Context: an optimization exercise on an open-source flow, tuned for a short achievable clock period and few clock cycles. The choices shown serve that exercise and are no tape-out recipe.
RTL that was checked went through simulation tests only; none was proved equivalent to the original.
Power and IR drop assume default switching activity.

==> inputs of build 97 <==
## processor
module processor( input         clk, reset,
                  output [31:0] PC,
                  input  [31:0] instruction,
                  output        WE,
                  output [31:0] address_to_mem,
                  output [31:0] data_to_mem,
                  input  [31:0] data_from_mem
                );
    reg  [31:0] pc_f;
    reg  [31:0] ras;
    reg         ras_v;
    localparam BI = 4;
    localparam BN = 1 << BI;
    localparam TW = 6;
    reg  [BN-1:0] btb_v;
    reg  [TW-1:0] btb_tag [0:BN-1];
    reg  [31:0]   btb_tgt [0:BN-1];
    reg  [BN-1:0] btb_c;                  
    reg  [1:0]    btb_ctr [0:BN-1];
    reg         d_v;
    reg  [31:0] d_ins;
    reg  [31:0] d_pc;
    reg  [31:0] d_pc4;
    reg  [31:0] d_bnpc;         
    reg  [31:0] d_ras;          
    reg         d_jrp;          
    reg         d_bp;           
    reg         d_hc;           
    reg  [1:0]  d_ctr;
    reg         d_urs, d_urt, d_pbeqs, d_pbeqx, d_puimm;    
    reg         e_v;
    reg         e_and, e_or, e_sll, e_sr, e_q;
    reg  [3:0]  e_add, e_sub, e_slt;    
    reg         e_qsat, e_sfill;
    reg         e_lw, e_sw, e_beq, e_jr, e_wen;
    reg         nopred;         
    reg         e_ww, e_lww;    
    reg         e_sdl;          
    reg         d_urtx;         
    reg  [4:0]  e_rd;
    reg  [31:0] e_a, e_b, e_bi;
  ...
Settings: LEC_CHECK=0, CAP_MARGIN=20, CORE_MARGIN=2, CORE_UTILIZATION=40, SLEW_MARGIN=20, SYNTH_HIERARCHICAL=1, SYNTH_MINIMUM_KEEP_SIZE=0; clock period 12.5 ns.
standard.sh (not shown) runs the stock make flow with config.mk's settings and CLKGATE_MAP_FILE= SYNTH_SCRIPT=/design/flow/synth_recipe.tcl, a recipe that flattens the netlist after the stock synthesis.
==> flow/flow/run.sh <==
#!/bin/bash
# Standard ORFS layout with two changes: timing repair aims for extra setup
# slack at the design's own clock and constraints, and the port buffers are
# buf_4 cells rather than the default delay-cell buffers. Timing repair does
# not remove buffers (removing them left max-slew violations).
set -euo pipefail
bash standard.sh SETUP_SLACK_MARGIN=8.7 SKIP_BUFFER_REMOVAL=1 "BUFFER_PORTS_ARGS=-buffer_cell sky130_fd_sc_hd__buf_4" finish > flow_make.log 2>&1
==> inputs of build 61, as changes to build 97 <==
--- a/flow/design.v
+++ b/flow/design.v
@@ -3,34 +3,40 @@
                   input  [31:0] instruction,
                   output        WE,
                   output [31:0] address_to_mem,
                   output [31:0] data_to_mem,
                   input  [31:0] data_from_mem
                 );
     reg  [31:0] pc_f;
+    reg  [31:0] pc_o;           
     reg  [31:0] ras;
     reg         ras_v;
     localparam BI = 4;
     localparam BN = 1 << BI;
     localparam TW = 6;
     reg  [BN-1:0] btb_v;
     reg  [TW-1:0] btb_tag [0:BN-1];
     reg  [31:0]   btb_tgt [0:BN-1];
     reg  [BN-1:0] btb_c;                  
     reg  [1:0]    btb_ctr [0:BN-1];
+    reg  [3:0]    btb_lc [0:BN-1];
+    reg  [3:0]    btb_tr [0:BN-1];
+    reg  [BN-1:0] btb_lf, btb_pt;
     reg         d_v;
     reg  [31:0] d_ins;
     reg  [31:0] d_pc;
     reg  [31:0] d_pc4;
     reg  [31:0] d_bnpc;         
     reg  [31:0] d_ras;          
     reg         d_jrp;          
     reg         d_bp;           
     reg         d_hc;           
     reg  [1:0]  d_ctr;
+    reg  [3:0]  d_lc, d_tr;
+    reg         d_lf;
     reg         d_urs, d_urt, d_pbeqs, d_pbeqx, d_puimm;    
     reg         e_v;
     reg         e_and, e_or, e_sll, e_sr, e_q;
     reg  [3:0]  e_add, e_sub, e_slt;    
     reg         e_qsat, e_sfill;
     reg         e_lw, e_sw, e_beq, e_jr, e_wen;
     reg         nopred;         
@@ -42,35 +48,40 @@
     reg         e_fa, e_fb, e_fbi;
     reg  [31:0] e_alt;          
     reg  [31:0] e_pnpc;         
     reg  [31:0] e_pc;
     reg  [31:0] e_tgt;
     reg         e_bp, e_hc, e_beqs;
     reg  [1:0]  e_ctr;
+    reg  [3:0]  e_lc, e_tr;
+    reg         e_lf;
+    reg  [3:0]  m_blc, m_btr;
+    reg         m_blf, m_bpt;
     reg         m_bw, m_bc;     
     reg  [31:0] m_bpc, m_btgt;
     reg  [1:0]  m_bctr;
     reg         m_we, m_lw, m_wen;
     reg  [4:0]  m_rd;
     reg  [31:0] m_res, m_sd;
+    reg  [31:0] m_addr;         
     reg         w_wen;
     reg  [4:0]  w_rd;
     reg  [31:0] w_val;
     reg  [31:0] rf [31:0];
     wire [31:0]   pc4_f = pc_f + 32'd4;
     wire [5:0]    f_op  = instruction[31:26];
     wire          f_j   = (f_op[5:1] == 5'b00001);      
     wire          f_jr  = (f_op == 6'b000111);
     wire [BI-1:0] f_bi  = pc_f[BI+1:2];
     reg  [BN-1:0] f_hv, f_pv;
     integer k;
     always @(*) begin
         for (k = 0; k < BN; k = k + 1) begin
             f_hv[k] = btb_v[k] && (btb_tag[k] == pc_f[BI+TW+1:BI+2]);
-            f_pv[k] = f_hv[k] && (!btb_c[k] || btb_ctr[k][1]);
+            f_pv[k] = f_hv[k] && (!btb_c[k] || btb_pt[k]);
         end
     end
     wire          f_hit = f_hv[f_bi];
     wire          f_bh  = f_pv[f_bi] && !nopred;
     wire [31:0]   f_bt  = btb_tgt[f_bi];
     wire [4:0]    f_rs  = instruction[25:21];
     wire [4:0]    f_rt  = instruction[20:16];
@@ -193,20 +204,26 @@
     wire        f_jt   = f_j || (f_jr && ras_vn);
     wire        early  = d_redir || hold;
     wire [31:0] npc_e  = d_redir ? d_rpc : hold ? pc_f : f_bh ? f_bt : pc4_f;
     wire [31:0] npc;
     fetch_sel u_fsel (.op(f_op), .tgt(instruction[25:0]), .early(early), .ras_ok(ras_vn),
                       .pc4_hi(pc4_f[31:28]), .ras(ras_n), .npc_e(npc_e),
                       .e_redir(e_redir), .e_rpc(e_rpc), .npc(npc));
+    wire [31:0] npc_o;
+    fetch_sel u_fsel_o (.op(f_op), .tgt(instruction[25:0]), .early(early), .ras_ok(ras_vn),
+                        .pc4_hi(pc4_f[31:28]), .ras(ras_n), .npc_e(npc_e),
+                        .e_redir(e_redir), .e_rpc(e_rpc), .npc(npc_o));
     always @(posedge clk) begin
         if (reset) begin
             pc_f  <= 32'd0;
+            pc_o  <= 32'd0;
             ras_v <= 1'b0;
         end else begin
             pc_f  <= npc;
+            pc_o  <= npc_o;
             ras_v <= ras_vn;
         end
         ras <= ras_n;
     end
     always @(posedge clk) begin
         if (reset)
             d_v <= 1'b0;
@@ -226,14 +243,17 @@
             d_urt  <= f_urt;
             d_urtx <= f_urt && (f_op != 6'h2b);
             d_pbeqs <= f_beqs;
             d_pbeqx <= f_beqx;
             d_puimm <= f_uimm;
             d_hc   <= f_hit && btb_c[f_bi];
             d_ctr  <= btb_ctr[f_bi];
+            d_lc   <= btb_lc[f_bi];
+            d_tr   <= btb_tr[f_bi];
+            d_lf   <= btb_lf[f_bi];
         end
     end
     always @(posedge clk) begin
         if (reset) begin
             e_v   <= 1'b0;
             e_ww  <= 1'b0;
             e_lww <= 1'b0;
@@ -257,14 +277,17 @@
         e_beq  <= d_beq;
         e_jr   <= d_jr;
         e_wen  <= d_wen;
         e_rd   <= d_dst;
         e_bp   <= d_bp;
         e_hc   <= d_hc;
         e_ctr  <= d_ctr;
+        e_lc   <= d_lc;
+        e_tr   <= d_tr;
+        e_lf   <= d_lf;
         e_beqs <= d_beqs;
         e_tgt  <= d_tgt;
         e_a    <= fa_m ? m_val : d_jal ? d_pc4 : rf_a;
         e_b    <= fb_m ? m_val : rf_b;
         e_bi   <= (fb_m && !d_puimm) ? m_val : d_jal ? 32'd0 : d_puimm ? d_imm : rf_b;
         e_fa   <= fa_e;
         e_fb   <= fb_e;
@@ -281,14 +304,15 @@
         end else begin
             m_we  <= e_v && e_sw;
             m_wen <= e_v && e_wen;
         end
         m_lw  <= e_lw;
         m_rd  <= e_rd;
         m_res <= e_res;
+        m_addr <= sum;              
         m_sd  <= e_sdl ? data_from_mem : rtv;
     end
     always @(posedge clk) begin
         if (reset)
             w_wen <= 1'b0;
         else
             w_wen <= m_wen;
@@ -296,23 +320,39 @@
         w_val <= m_val;
     end
     always @(posedge clk) begin
         if (w_wen && w_rd != 5'd0)
             rf[w_rd] <= w_val;
     end
     wire          e_cu  = e_v && e_beq && (e_eq || e_hc);
-    wire [1:0]    e_cn  = e_eq ? (!e_hc ? 2'd2 : (e_ctr == 2'd3) ? 2'd3 : e_ctr + 2'd1)
-                               : ((e_ctr == 2'd0) ? 2'd0 : e_ctr - 2'd1);
+    wire          e_lend = (e_lc == e_tr);
+    wire [1:0]    cn_t  = !e_hc ? 2'd2 : (e_ctr == 2'd3) ? 2'd3 : e_ctr + 2'd1;
+    wire [1:0]    cn_n  = (e_ctr == 2'd0) ? 2'd0 : e_ctr - 2'd1;
+    wire [3:0]    tn_t  = !e_hc ? 4'd15 : e_lc;
+    wire [3:0]    ln_n  = (e_lc == 4'd15) ? 4'd15 : e_lc + 4'd1;
+    wire          fn_t  = e_hc && e_lend;
+    wire          fn_n  = e_hc && e_lf && !e_lend;
+    wire          pt_t  = (fn_t && tn_t == 4'd0) || cn_t[1];
+    wire          pt_n  = (fn_n && ln_n == e_tr) || cn_n[1];
+    wire [1:0]    e_cn  = e_eq ? cn_t : cn_n;
+    wire [3:0]    e_ln  = e_eq ? 4'd0 : ln_n;
+    wire [3:0]    e_tn  = e_eq ? tn_t : e_tr;
+    wire          e_fn  = e_eq ? fn_t : fn_n;
+    wire          e_pn  = e_eq ? pt_t : pt_n;
     always @(posedge clk) begin
         if (reset)
             m_bw <= 1'b0;
         else
             m_bw <= e_mis_bt || e_cu;
         m_bc   <= e_beq;
         m_bctr <= e_bpw ? 2'd1 : e_cn;
+        m_blc  <= e_ln;
+        m_btr  <= e_tn;
+        m_blf  <= e_fn && !e_bpw;
+        m_bpt  <= !e_bpw && e_pn;
         m_bpc  <= e_pc;
         m_btgt <= e_tgt;
     end
     wire          bw_d  = d_ins_b;
     wire [31:0]   bw_pc = d_bad ? d_pc : m_bw ? m_bpc : d_pc;
     wire [BI-1:0] bw_i  = bw_pc[BI+1:2];
     wire          bw_en = !d_bad && (m_bw || bw_d);
@@ -322,27 +362,31 @@
         else if (d_bad || m_bw || bw_d)
             btb_v[bw_i] <= !d_bad;
         if (bw_en) begin
             btb_tag[bw_i] <= bw_pc[BI+TW+1:BI+2];
             btb_tgt[bw_i] <= m_bw ? m_btgt : d_tgt;
             btb_c[bw_i]   <= m_bw && m_bc;
             btb_ctr[bw_i] <= m_bctr;
+            btb_lc[bw_i]  <= m_blc;
+            btb_tr[bw_i]  <= m_btr;
+            btb_lf[bw_i]  <= m_blf;
+            btb_pt[bw_i]  <= m_bpt;
         end
     end
     always @(posedge clk) begin
         if (reset)
             nopred <= 1'b0;
         else if (e_redir)
             nopred <= e_v && e_bpw;
         else if (!hold)
             nopred <= d_bad;
     end
-    assign PC             = pc_f;
+    assign PC             = pc_o;
     assign WE             = m_we;
-    assign address_to_mem = m_res;
+    assign address_to_mem = m_addr;
     assign data_to_mem    = m_sd;
 endmodule
 module ksadd #(parameter W = 32, parameter L = 6)    
              (input  [W-1:0] a, b,
               input          cin,
               output [W-1:0] s,
               output         cout);
==> flow/flow/run.sh (replaced) <==
#!/bin/bash
# Standard ORFS layout with two changes: timing repair aims for extra setup
# slack at the design's own clock and constraints, and the port buffers are
# buf_4 cells rather than the default delay-cell buffers. Timing repair does
# not remove buffers (removing them left max-slew violations).
set -euo pipefail
bash standard.sh SETUP_SLACK_MARGIN=9.4 SKIP_BUFFER_REMOVAL=1 "BUFFER_PORTS_ARGS=-buffer_cell sky130_fd_sc_hd__buf_4" finish > flow_make.log 2>&1
==> impl_metrics.json <==
{
  "cts_setup_buffers": 471,
  "outcome": "timing/DRC/antenna clean",
  "drive_above_1_share": 0.393,
  "cts_inserted_buffers": 290,
  "syn_avg_cell_area_sq_um": 13.8,
  "min_to": "m_lw$_DFF_P_",
  "globalplace.congestion": 1.03
}
[end of results for build 61]
==> impl_metrics.json <==
{
  "globalplace.congestion": 1.06,
  "min_to": "m_btgt[15]$_DFF_P_",
  "grt_use_total": 0.309,
  "endpoint_kind": "output pin",
  "cts_setup_buffers": 156,
  "yosysWarnings": 9,
  "syn_avg_cell_area_sq_um": 13.6,
  "dr.pass1.iters": 8,
  "r2r-end": "m_res[30]$_DFF_P_",
  "tightest_slew_ns": 1.17,
  "power_frac_seq": 0.391,
  "outcome": "timing/DRC/antenna clean",
  "grt_pass1_wl_mm": 691,
  "drive_above_1_share": 0.283,
  "cts_inserted_buffers": 248
}
[end of results for build 97]
Testbench counts of build 97, summed over its fixed seeds: cycles 259,320.
Testbench counts of build 61, summed over its fixed seeds: cycles 257,794.

---

==> inputs of run a <==
processor, a different RTL version from the one above (not shown whole).
export LEC_CHECK = 0
export CAP_MARGIN = 20
export CORE_MARGIN = 2
export CORE_UTILIZATION = 40
export SLEW_MARGIN = 20
create_clock -name core_clock -period 12.5 [get_ports {clk}]
==> flow/flow/run.sh <==
#!/bin/bash
# Standard ORFS layout; timing repair aims for the given setup slack at the design's clock.
set -euo pipefail
bash standard.sh SETUP_SLACK_MARGIN=8.5 finish > flow_make.log 2>&1
==> run b (differences from run a) <==
--- a/flow/design.v
+++ b/flow/design.v
@@ -82,51 +82,50 @@
                        (w_wen && w_rd == d_rs) ? w_val : rf[d_rs];
     wire [31:0] rf_b = (d_rt == 5'd0) ? 32'd0 :
                        (w_wen && w_rd == d_rt) ? w_val : rf[d_rt];
     wire [31:0] opa = e_fa_m ? m_res : e_fa_w ? w_val : e_a;
     wire [31:0] rtv = e_fb_m ? m_res : e_fb_w ? w_val : e_b;
     wire [31:0] opb = e_fbi_m ? m_res : e_fbi_w ? w_val : e_bi;
-    wire [31:0] sum, diff;
-    wire        c_add, c_sub;
-    ksadd #(32) u_add (.a(opa), .b(opb),  .cin(1'b0), .s(sum),  .cout(c_add));
-    ksadd #(32) u_sub (.a(opa), .b(~opb), .cin(1'b1), .s(diff), .cout(c_sub));
-    wire        lt   = ~c_sub;                  
+    wire [31:0] sum  = opa + opb;
+    wire [31:0] diff = opa - opb;
+    wire        lt   = opa < opb;
     wire [31:0] shl  = opb << opa[4:0];
     wire [31:0] shr  = opb >> opa[4:0];
     wire [63:0] sha64 = {{32{opb[31]}}, opb} >> opa[4:0];
     wire [31:0] sha  = sha64[31:0];
-    wire [31:0] qb, qbs;
-    genvar gi;
-    generate
-        for (gi = 0; gi < 4; gi = gi + 1) begin : g_lane
-            wire [7:0] ls;
-            wire       lc;
-            ksadd #(8) u_lane (.a(opa[8*gi +: 8]), .b(opb[8*gi +: 8]), .cin(1'b0), .s(ls), .cout(lc));
-            assign qb[8*gi +: 8]  = ls;
-            assign qbs[8*gi +: 8] = ls | {8{lc}};
-        end
-    endgenerate
+    reg  [31:0] qb, qbs;
+    reg  [7:0]  lane;
+    integer i;
+    always @(*) begin
+        for (i = 0; i < 4; i = i + 1) begin
+            qb[8*i +: 8] = opa[8*i +: 8] + opb[8*i +: 8];
+            lane = opa[8*i +: 7] + opb[8*i +: 7];
+            if ((lane[7] && (opa[8*i+7] || opb[8*i+7])) || (!lane[7] && opa[8*i+7] && opb[8*i+7]))
+                qbs[8*i +: 8] = 8'hff;
+            else
+                qbs[8*i +: 8] = {lane[7] ^ opa[8*i+7] ^ opb[8*i+7], lane[6:0]};
+        end
+    end
     wire [31:0] e_res = ({32{e_add}} & sum)  | ({32{e_sub}} & diff) |
                         ({32{e_and}} & (opa & opb)) | ({32{e_or}} & (opa | opb)) |
                         {31'd0, e_slt & lt} |
                         ({32{e_sll}} & shl) | ({32{e_srl}} & shr) | ({32{e_sra}} & sha) |
                         ({32{e_qb}} & qb) | ({32{e_qbs}} & qbs) |
                         ({32{e_link}} & e_pc4);
     wire e_eq = (opa == rtv);
     wire e_mis_beq = e_v && e_beq && e_eq;
     wire e_mis_jr  = e_v && e_jr && (opa != e_pnpc);
     wire e_redir   = e_mis_beq | e_mis_jr;
     wire [31:0] e_rpc = e_jr ? opa : e_alt;
-    wire d_redir = d_v && d_beqs;                
-    wire hold    = d_stall;
+    wire d_redir = d_v && d_beqs && !e_redir;
+    wire hold    = d_stall && !e_redir;
     wire f_take  = !e_redir && !d_redir && !hold;
+    wire [31:0] npc_early = e_redir ? e_rpc : d_redir ? d_tgt : hold ? pc_f : pc4_f;
     wire [31:0] jtgt = {pc4_f[31:28], instruction[25:0], 2'b00};
-    wire [31:0] npc_d = d_redir ? d_tgt : pc_f;
-    wire [31:0] npc_f = f_j ? jtgt : f_jr ? ras : pc4_f;
-    wire [31:0] npc_n = (d_redir | hold) ? npc_d : npc_f;
-    wire [31:0] npc   = e_redir ? e_rpc : npc_n;
+    wire [31:0] npc = (f_take && f_j)  ? jtgt :
+                      (f_take && f_jr) ? ras  : npc_early;
     always @(posedge clk) begin
         if (reset) begin
             pc_f  <= 32'd0;
             ras_v <= 1'b0;
         end else begin
             pc_f <= npc;
@@ -136,16 +135,14 @@
             end
         end
     end
     always @(posedge clk) begin
         if (reset)
             d_v <= 1'b0;
-        else if (e_redir)
-            d_v <= 1'b0;
         else if (!hold)
-            d_v <= !d_redir;
+            d_v <= !e_redir && !d_redir;
         if (!hold) begin
             d_ins  <= instruction;
             d_pc4  <= pc4_f;
             d_pnpc <= (f_jr) ? ras : pc4_f;
         end
     end
@@ -211,34 +208,6 @@
     end
     assign PC             = pc_f;
     assign WE             = m_we;
     assign address_to_mem = m_res;
     assign data_to_mem    = m_sd;
 endmodule
-module ksadd #(parameter W = 32)
-             (input  [W-1:0] a, b,
-              input          cin,
-              output [W-1:0] s,
-              output         cout);
-    wire [W-1:0] p0 = a ^ b;
-    localparam L = $clog2(W + 1);
-    wire [W:0]   g [0:L];
-    wire [W:0]   p [0:L];
-    assign g[0] = {a & b, cin};
-    assign p[0] = {p0, 1'b0};
-    genvar l, i;
-    generate
-        for (l = 0; l < L; l = l + 1) begin : g_lvl
-            for (i = 0; i <= W; i = i + 1) begin : g_bit
-                if (i >= (1 << l)) begin : g_op
-                    assign g[l+1][i] = g[l][i] | (p[l][i] & g[l][i - (1 << l)]);
-                    assign p[l+1][i] = p[l][i] & p[l][i - (1 << l)];
-                end else begin : g_pass
-                    assign g[l+1][i] = g[l][i];
-                    assign p[l+1][i] = p[l][i];
-                end
-            end
-        end
-    endgenerate
-    assign s    = p0 ^ g[L][W-1:0];
-    assign cout = g[L][W];
-endmodule
==> flow/run.sh (new file) <==
#!/bin/bash
# synth_recipe.tcl (not shown) runs the flow's synth.tcl, then flattens the netlist and writes it again
# the make line also repeats each setting of config.mk as NAME=value (left out here)
make -C /OpenROAD-flow-scripts/flow DESIGN_CONFIG=/design/flow/config.mk WORK_HOME=/design/flow/orfs CLKGATE_MAP_FILE= SYNTH_SCRIPT=/design/flow/synth_recipe.tcl finish
removed: flow/flow/run.sh
removed: flow/standard.sh
==> summary of the runs <==
Run b produced a clean layout. Run a completed without violations.
Of run a and run b, run a has the higher worst hold slack (gap 0.0089 ns).
Against run a, the combinational power of run b is smaller by about 23%.
Against run a, the non-clock buffer count of run b is lower by 226.
Against run b, the design area of run a is larger by about 5.6%.
Between run b and run a, the lower first-iteration DRC count is in run b (gap 14%, measured against run a).
In run a the synthesized cell count is smaller than in run b, by about 0.7%.
Against run a, the cell count of run b is smaller by 2.4%.
In run b the setup slack is worse than in run a, by 2.2 ns.
Against run a, the sequential share of layout area of run b is higher by 2.2 points.
Against run b, the global-route usage of run a is higher by 1.5 points.
Synthesized area is about the same in run b and run a.
==> figures <==
Starting Density: run b 40.2%; run a 40.2%
Final weighted congestion of routability-driven global placement: run b 1.01; run a 0.991
Crit path buf inv count: run b 1; run a 4
Total Die Area: run b 194,000 um2; run a 194,000 um2
Bufs w/o clock: run b 320; run a 546
Internal power of the cells: run b 9.30 mW; run a 9.68 mW
Final wirelength: run b 273,000 um; run a 293,000 um
Inserted Clock Buffers: run b 163; run a 167
Clock tree buffer count of the final layout: run b 214; run a 213
Non-filler instance count after layout: run b 8,062; run a 8,262
Power after layout: run b 12.9 mW; run a 13.6 mW
Via count: run b 50,800; run a 53,200
Result of the run: run b complete, no violations; run a complete, no violations
Non-clock buffering overhead in the final layout: run b 3.34%; run a 6.60%
Routing usage on met3: run b 4.70%; run a 5.87%
Setup Slack @ Placement: run b 6.30 ns; run a 6.52 ns
Met2 layer usage reported by global route: run b 44.6%; run a 44.8%
HPWL after detailed placement: run b 178,000 um; run a 179,000 um
Die height: run b 441 um; run a 441 um
Psw: run b 3.56 mW; run a 3.95 mW
Setup repair bufs after CTS: run b 0; run a 132
Fraction of power spent switching nets: run b 27.7%; run a 29.0%
Testbench counts of run b, summed over its fixed seeds: cycles 269,091.
Function not checked in run a: the RTL went through the layout flow alone.

## separate check: timing with driven ports
The flow's constraints put no driver on any port. The routed layouts listed below were extracted and timed again, unchanged, in two steps.
Step 1 (the two cells are an assumption about what drives the block):
set clk [get_ports {clk}]
set_driving_cell -lib_cell sky130_fd_sc_hd__clkbuf_16 $clk
set_driving_cell -lib_cell sky130_fd_sc_hd__buf_2 [delete_from_list [all_inputs] $clk]
Step 2 adds t to the input delays and takes it off the output delays; t is the mean of the earliest and latest rising clock arrival at the registers after step 1. Input paths then give back, and output paths get back, about the clock's delay inside the block.
Three values: ideal ports, drivers, drivers and shift; two values: the first two.
| run | shift t [ns] | setup WS [ns] | worst setup path after step 2 | worst data-port slew with drivers (ns) | cell pins on the clock port's net |
|---|---|---|---|---|---|
| build 97 | 1.018 | 8.284 / 8.176 / 8.103 | input to register | 0.24 | 1 |
| build 61 | 1.032 | 8.481 / 8.369 / 8.213 | input to register | 0.30 | 1 |
| run a | 0.890 | 8.366 / 8.366 / 7.748 | input to register | 0.09 | 1 |
| run b | 0.899 | 6.165 / 6.165 / 6.165 | register to register | 0.07 | 1 |
After both steps setup and hold are still met in every run listed. The setup slack of run a, which loses most, moves by 0.000 ns with the drivers and by -0.618 ns with both steps.
